Source: an optimization exercise on an open RTL-to-GDS flow (aim: small area). Production flows keep margins and buffers that such runs may drop.
The RTL was checked by simulation tests, not by an equivalence proof against the original design.

==> 02-27 <==
Design top_freq_test, start of the top module:
module top_freq_test (
    input wire         clk        ,
    input wire         rst_n      ,
    input wire         pulse_sig_1,
    input wire         pulse_sig_2,
    input wire         pulse_sig_3,
    input wire         pulse_sig_4,
    output wire [19:0] freq_out_1 ,
    output wire [19:0] freq_out_2 ,
    output wire [19:0] freq_out_3 ,
    output wire [19:0] freq_out_4
);
==> module freq_detector, before the edit <==
module freq_detector(
    input             clk,
    input             rst_n,
    input             pulse_in,
    output reg [18:0] freq
);
reg d1, d2, d3;
reg [24:0] S;       
reg [24:0] R;       
reg [14:0] Y;       
wire edge_c = d1 & ~d2;         
wire edge_d = d2 & ~d3;         
wire enext  = pulse_in & ~d1;   
wire win    = enext | edge_c | edge_d;
wire phase0 = ~(edge_c | edge_d);
wire big   = |S[24:13];
wire valid = big | (S[12:0] >= 13'd67);
wire sat   = &S;
wire [12:0] w0 = R[12:0];
wire [13:0] x1 = {w0, phase0};
wire [14:0] s1 = {1'b0, x1} - {2'b00, S[12:0]};
wire        q1 = ~s1[14];
wire [12:0] w1 = q1 ? s1[12:0] : x1[12:0];
wire [13:0] x2 = {w1, phase0};
wire [14:0] s2 = {1'b0, x2} - {2'b00, S[12:0]};
wire        q2 = ~s2[14];
wire [12:0] w2 = q2 ? s2[12:0] : x2[12:0];
wire [13:0] x3 = {w2, 1'b0};
wire [14:0] s3 = {1'b0, x3} - {2'b00, S[12:0]};
wire        q3 = ~s3[14];
wire [12:0] w3 = q3 ? s3[12:0] : x3[12:0];
wire [13:0] x4 = {w3, phase0};
wire [14:0] s4 = {1'b0, x4} - {2'b00, S[12:0]};
wire        q4 = ~s4[14];
wire [12:0] w4 = q4 ? s4[12:0] : x4[12:0];
wire [3:0]  qb = {q1, q2, q3, q4};
wire [24:0] S1 = S + 25'd1;
wire [25:0] t  = {1'b0, R} - {14'b0, Y[11:0]};
wire [24:0] t2 = t[24:0] + S1;
always @(posedge clk or negedge rst_n) begin
    if (!rst_n) begin
        d1   <= 1'b0;
        d2   <= 1'b0;
        d3   <= 1'b0;
        S    <= 25'd1;
        freq <= 19'd0;
    end else begin
        d1 <= pulse_in;
        d2 <= d1;
        d3 <= d2;
        if (edge_d)
            S <= enext ? 25'd1 : 25'd3;
        else if (!(edge_c | enext | sat))
            S <= S1;
        if (edge_d & valid)
            freq <= big ? {7'd0, Y[11:0]} : {Y, qb};
    end
end
always @(posedge clk) begin
    if (win) begin
        R[12:0] <= w4;
        if (!big)
            Y <= {Y[10:0], qb};
    end else if (S == 25'd66) begin
        Y <= 15'd72;              
        R <= 25'd58;              
    end else if (S == 25'd8191) begin
        Y <= 15'd2441;            
        R <= 25'd3328;            
    end else if (t[25]) begin
        Y[11:0] <= Y[11:0] - 12'd1;
        R <= t2;
    end else begin
        R <= t[24:0];
    end
end
endmodule
==> flow/config.mk <==
export PLATFORM = sky130hd
export DESIGN_NAME = top_freq_test
export DESIGN_NICKNAME = top_freq_test
export VERILOG_FILES = /design/flow/design.v
export SDC_FILE = /design/flow/constraint.sdc
export NUM_CORES = 4
export LEC_CHECK = 0
export CAP_MARGIN = 20
export CORE_MARGIN = 2
export CORE_UTILIZATION = 40
export SLEW_MARGIN = 20
==> flow/constraint.sdc <==
create_clock -name core_clock -period 100.0 [get_ports {clk}]
set_input_delay 20.0000 -clock core_clock [delete_from_list [all_inputs] [get_ports {clk}]]
set_output_delay 20.0000 -clock core_clock [all_outputs]
set_load 0.01 [all_outputs]
run.sh (not shown) runs the stock make flow with config.mk's settings and CLKGATE_MAP_FILE= SYNTH_SCRIPT=/design/flow/synth_recipe.tcl, a recipe that flattens the netlist after the stock synthesis.
==> 07-15: changes against 02-27 <==
==> flow/design.v (replaced) <==
module rca #(parameter N = 8) (
    input  [N-1:0] a,
    input  [N-1:0] b,
    input          ci,
    output [N-1:0] s,
    output         co
);
wire [N:0] c;
assign c[0] = ci;
genvar i;
generate
    for (i = 0; i < N; i = i + 1) begin : g
        assign s[i]   = a[i] ^ b[i] ^ c[i];
        assign c[i+1] = (a[i] & b[i]) | (a[i] & c[i]) | (b[i] & c[i]);
    end
endgenerate
assign co = c[N];
endmodule
module divrow (
    input  [12:0] w,
    input         a,
    input  [12:0] nd,      
    output [12:0] wo,
    output        q
);
wire [12:0] diff;
wire        c13;
rca #(13) u_sub(.a({w[11:0], a}), .b(nd), .ci(1'b1), .s(diff), .co(c13));
assign q  = w[12] | c13;
assign wo = q ? diff : {w[11:0], a};
endmodule
module freq_detector(
    input             clk,
    input             rst_n,
    input             pulse_in,
    output reg [18:0] freq
);
reg d1, d2, d3;
reg [24:0] S;       
reg [24:0] R;       
reg [11:0] Z;       
wire edge_c = d1 & ~d2;         
wire edge_d = d2 & ~d3;         
wire enext  = pulse_in & ~d1;   
wire win    = enext | edge_c | edge_d;
wire phase0 = ~(edge_c | edge_d);
wire big   = |S[24:13];
wire mid   = |S[12:7];
wire valid = big | mid | (S[6:0] >= 7'd67);
wire sat   = &S;
wire        inc = ~(edge_c | enext | sat);
wire [24:0] S1;
wire        s1c;
rca #(25) u_inc(.a(S), .b(25'd0), .ci(inc), .s(S1), .co(s1c));
wire [12:0] nS = ~S[12:0];
wire [12:0] w1, w2, w3, w4;
wire        q1, q2, q3, q4;
divrow u_r1(.w(R[12:0]), .a(phase0), .nd(nS), .wo(w1), .q(q1));
divrow u_r2(.w(w1),      .a(phase0), .nd(nS), .wo(w2), .q(q2));
divrow u_r3(.w(w2),      .a(1'b0),   .nd(nS), .wo(w3), .q(q3));
divrow u_r4(.w(w3),      .a(phase0), .nd(nS), .wo(w4), .q(q4));
wire [3:0] qb = {q1, q2, q3, q4};
wire [11:0] tl, t2l;
wire        tc, t2c;
rca #(12) u_t (.a(R[11:0]), .b(Z), .ci(1'b1), .s(tl), .co(tc));
wire        wrap = ~tc & ~|R[24:12];
rca #(12) u_t2(.a(tl), .b(S1[11:0] & {12{wrap}}), .ci(1'b0), .s(t2l), .co(t2c));
wire [12:0] uh = R[24:12] | (S1[24:12] & {13{wrap}});
wire [12:0] th;
wire        thc;
rca #(13) u_th(.a(uh), .b(13'h1fff), .ci(tc | t2c), .s(th), .co(thc));
wire [11:0] Zn;
wire        zc;
rca #(12) u_zinc(.a(Z), .b(12'd0), .ci(wrap & ~win), .s(Zn), .co(zc));
wire init_small = ~win & ~big & ~mid & (S[6:0] == 7'd65);
wire init_big   = ~win & ~big & (&S[12:0]);
always @(posedge clk or negedge rst_n) begin
    if (!rst_n) begin
        d1   <= 1'b0;
        d2   <= 1'b0;
        d3   <= 1'b0;
        S    <= 25'd1;
        freq <= 19'd0;
    end else begin
        d1 <= pulse_in;
        d2 <= d1;
        d3 <= d2;
        S  <= edge_d ? {23'd0, ~enext, 1'b1} : S1;
        if (edge_d & valid)
            freq <= big ? {7'd0, ~Z} : {~Z[6:0], R[20:13], qb};
    end
end
always @(posedge clk) begin
    if (init_small) begin
        Z <= ~12'd73;             
        R <= 25'd64;              
    end else if (init_big) begin
        Z <= ~12'd2441;           
        R <= 25'd3328;            
    end else begin
        Z <= Zn;
        if (win) begin
            R[12:0]  <= w4;
            R[20:13] <= {R[16:13], qb};
        end else begin
            R <= {th, t2l};
        end
    end
end
endmodule
module top_freq_test (
    input wire         clk        ,
    input wire         rst_n      ,
    input wire         pulse_sig_1,
    input wire         pulse_sig_2,
    input wire         pulse_sig_3,
    input wire         pulse_sig_4,
    output wire [19:0] freq_out_1 ,
    output wire [19:0] freq_out_2 ,
    output wire [19:0] freq_out_3 ,
    output wire [19:0] freq_out_4
);
wire [18:0] f1, f2, f3, f4;
assign freq_out_1 = {1'b0, f1};
assign freq_out_2 = {1'b0, f2};
assign freq_out_3 = {1'b0, f3};
assign freq_out_4 = {1'b0, f4};
freq_detector u_freq_detector_0(.clk(clk), .rst_n(rst_n), .pulse_in(pulse_sig_1), .freq(f1));
freq_detector u_freq_detector_1(.clk(clk), .rst_n(rst_n), .pulse_in(pulse_sig_2), .freq(f2));
freq_detector u_freq_detector_2(.clk(clk), .rst_n(rst_n), .pulse_in(pulse_sig_3), .freq(f3));
freq_detector u_freq_detector_3(.clk(clk), .rst_n(rst_n), .pulse_in(pulse_sig_4), .freq(f4));
endmodule
==> flow/flow/run.sh (new file) <==
#!/bin/bash
# Standard ORFS layout (the standard.sh, unchanged synthesis) with two
# changes: ports are buffered with the small sky130 buf_1 instead of the
# default pick, and clock tree synthesis uses larger sink clusters, clkbuf_8 and clkbuf_16
# buffers and no dummy loads.
set -euo pipefail
export BUFFER_PORTS_ARGS="-buffer_cell sky130_fd_sc_hd__buf_1"
export CTS_ARGS="-sink_clustering_enable -repair_clock_nets -dont_use_dummy_load -sink_clustering_size 20 -sink_clustering_max_diameter 60 -buf_list {sky130_fd_sc_hd__clkbuf_8 sky130_fd_sc_hd__clkbuf_16}"
bash standard.sh > standard.log 2>&1
==> flow/standard.sh (new file) <==
#!/bin/bash
# synth_recipe.tcl (not shown) runs the flow's synth.tcl, then flattens the netlist and writes it again
# the make line also repeats each setting of config.mk as NAME=value (left out here)
make -C /OpenROAD-flow-scripts/flow DESIGN_CONFIG=/design/flow/config.mk WORK_HOME=/design/flow/orfs CLKGATE_MAP_FILE= SYNTH_SCRIPT=/design/flow/synth_recipe.tcl "${@:-finish}"
removed: flow/run.sh
==> 06-05: changes against 02-27 <==
==> flow/design.v (replaced) <==
module rca #(parameter N = 8) (
    input  [N-1:0] a,
    input  [N-1:0] b,
    input          ci,
    output [N-1:0] s,
    output         co
);
wire [N:0] c;
assign c[0] = ci;
genvar i;
generate
    for (i = 0; i < N; i = i + 1) begin : g
        assign s[i]   = a[i] ^ b[i] ^ c[i];
        assign c[i+1] = (a[i] & b[i]) | (a[i] & c[i]) | (b[i] & c[i]);
    end
endgenerate
assign co = c[N];
endmodule
module divrow (
    input  [12:0] w,
    input         a,
    input  [12:0] nd,      
    output [12:0] wo,
    output        q
);
wire [12:0] diff;
wire        c13;
rca #(13) u_sub(.a({w[11:0], a}), .b(nd), .ci(1'b1), .s(diff), .co(c13));
assign q  = w[12] | c13;
assign wo = q ? diff : {w[11:0], a};
endmodule
module freq_detector(
    input             clk,
    input             rst_n,
    input             pulse_in,
    output reg [18:0] freq
);
reg d1, d2, d3;
reg [24:0] S;       
reg [24:0] R;       
reg [11:0] Z;       
wire edge_c = d1 & ~d2;         
wire edge_d = d2 & ~d3;         
wire enext  = pulse_in & ~d1;   
wire win    = enext | edge_c | edge_d;
wire phase0 = ~(edge_c | edge_d);
wire big   = |S[24:13];
wire mid   = |S[12:7];
wire valid = big | mid | (S[6:0] >= 7'd67);
wire sat   = &S;
wire        inc = ~(edge_c | enext | sat);
wire [24:0] S1;
wire        s1c;
rca #(25) u_inc(.a(S), .b(25'd0), .ci(inc), .s(S1), .co(s1c));
wire [12:0] nS = ~S[12:0];
wire [12:0] w1, w2, w3, w4;
wire        q1, q2, q3, q4;
divrow u_r1(.w(R[12:0]), .a(phase0), .nd(nS), .wo(w1), .q(q1));
divrow u_r2(.w(w1),      .a(phase0), .nd(nS), .wo(w2), .q(q2));
divrow u_r3(.w(w2),      .a(1'b0),   .nd(nS), .wo(w3), .q(q3));
divrow u_r4(.w(w3),      .a(phase0), .nd(nS), .wo(w4), .q(q4));
wire [3:0] qb = {q1, q2, q3, q4};
wire [11:0] tl, t2l;
wire        tc, t2c;
rca #(12) u_t (.a(R[11:0]), .b(Z), .ci(1'b1), .s(tl), .co(tc));
wire        wrap = ~tc & ~|R[24:12];
rca #(12) u_t2(.a(tl), .b(S1[11:0] & {12{wrap}}), .ci(1'b0), .s(t2l), .co(t2c));
wire [12:0] uh = R[24:12] | (S1[24:12] & {13{wrap}});
wire [12:0] th;
wire        thc;
rca #(13) u_th(.a(uh), .b(13'h1fff), .ci(tc | t2c), .s(th), .co(thc));
wire [11:0] Zn;
wire        zc;
rca #(12) u_zinc(.a(Z), .b(12'd0), .ci(wrap & ~win), .s(Zn), .co(zc));
wire init_small = ~win & ~big & ~mid & (S[6:0] == 7'd65);
wire init_big   = ~win & ~big & (&S[12:0]);
always @(posedge clk or negedge rst_n) begin
    if (!rst_n) begin
        d1   <= 1'b0;
        d2   <= 1'b0;
        d3   <= 1'b0;
        S    <= 25'd1;
        freq <= 19'd0;
    end else begin
        d1 <= pulse_in;
        d2 <= d1;
        d3 <= d2;
        S  <= edge_d ? {23'd0, ~enext, 1'b1} : S1;
        if (edge_d & valid)
            freq <= big ? {7'd0, ~Z} : {~Z[6:0], R[20:13], qb};
    end
end
always @(posedge clk) begin
    if (init_small) begin
        Z <= ~12'd73;             
        R <= 25'd64;              
    end else if (init_big) begin
        Z <= ~12'd2441;           
        R <= 25'd3328;            
    end else begin
        Z <= Zn;
        if (win) begin
            R[12:0]  <= w4;
            R[20:13] <= {R[16:13], qb};
        end else begin
            R <= {th, t2l};
        end
    end
end
endmodule
module top_freq_test (
    input wire         clk        ,
    input wire         rst_n      ,
    input wire         pulse_sig_1,
    input wire         pulse_sig_2,
    input wire         pulse_sig_3,
    input wire         pulse_sig_4,
    output wire [19:0] freq_out_1 ,
    output wire [19:0] freq_out_2 ,
    output wire [19:0] freq_out_3 ,
    output wire [19:0] freq_out_4
);
wire [18:0] f1, f2, f3, f4;
assign freq_out_1 = {1'b0, f1};
assign freq_out_2 = {1'b0, f2};
assign freq_out_3 = {1'b0, f3};
assign freq_out_4 = {1'b0, f4};
freq_detector u_freq_detector_0(.clk(clk), .rst_n(rst_n), .pulse_in(pulse_sig_1), .freq(f1));
freq_detector u_freq_detector_1(.clk(clk), .rst_n(rst_n), .pulse_in(pulse_sig_2), .freq(f2));
freq_detector u_freq_detector_2(.clk(clk), .rst_n(rst_n), .pulse_in(pulse_sig_3), .freq(f3));
freq_detector u_freq_detector_3(.clk(clk), .rst_n(rst_n), .pulse_in(pulse_sig_4), .freq(f4));
endmodule
==> flow/flow/run.sh (new file) <==
#!/bin/bash
# Standard ORFS layout (the standard.sh, unchanged synthesis) with two
# changes: ports are buffered with the small sky130 buf_1 instead of the
# default pick, and clock tree synthesis uses small clock buffers and no
# dummy loads.
set -euo pipefail
export BUFFER_PORTS_ARGS="-buffer_cell sky130_fd_sc_hd__buf_1"
export CTS_ARGS="-sink_clustering_enable -repair_clock_nets -dont_use_dummy_load -buf_list sky130_fd_sc_hd__clkbuf_4 sky130_fd_sc_hd__clkbuf_8"
bash standard.sh > standard.log 2>&1
==> flow/standard.sh (new file) <==
#!/bin/bash
# synth_recipe.tcl (not shown) runs the flow's synth.tcl, then flattens the netlist and writes it again
# the make line also repeats each setting of config.mk as NAME=value (left out here)
make -C /OpenROAD-flow-scripts/flow DESIGN_CONFIG=/design/flow/config.mk WORK_HOME=/design/flow/orfs CLKGATE_MAP_FILE= SYNTH_SCRIPT=/design/flow/synth_recipe.tcl "${@:-finish}"
removed: flow/run.sh
==> run notes <==
In 07-15 the via count is smaller than in 02-27, by about 46%.
Against 02-27, the die area of 07-15 is lower by about 30%.
Of 06-05 and 02-27, 02-27 has the higher synthesized cell count (gap about 46%, measured against 02-27).
02-27 passed the timing, DRC and antenna checks. 07-15 completed without violations. 06-05 died in clock tree synthesis (4_1_cts), error STA-0564.
Of 02-27 and 07-15, 07-15 has the higher critical path depth (gap 27).

[port drivers added, routing unchanged]
The flow's constraints put no driver on any port. The routed layouts listed below were extracted and timed again, unchanged, in two steps.
Step 1, drivers: a clkbuf_16 drives clk and a buf_2 each remaining input, both assumed.
Step 2 moves the port delays by t, midway between the first and last clock arrival at a register: inputs arrive t later, outputs are due t later. That takes back most of the time a late clock gives input paths.
a / b / c = ideal / step 1 / step 2; a / b = the first two.
| run | t, ns | slack for setup (ns) | worst setup path after step 2 | worst slew at a driven data input, ns |
|---|---|---|---|---|
| 02-27 | 0.658 | 77.372 / 77.411 / 76.753 | input to register | 0.04 |
| 07-15 | 0.583 | 72.295 / 72.325 / 71.743 | input to register | 0.04 |
After both steps setup and hold are still met in every run listed. The setup slack of 02-27, which loses most, moves by +0.039 ns with the drivers and by -0.619 ns with both steps.
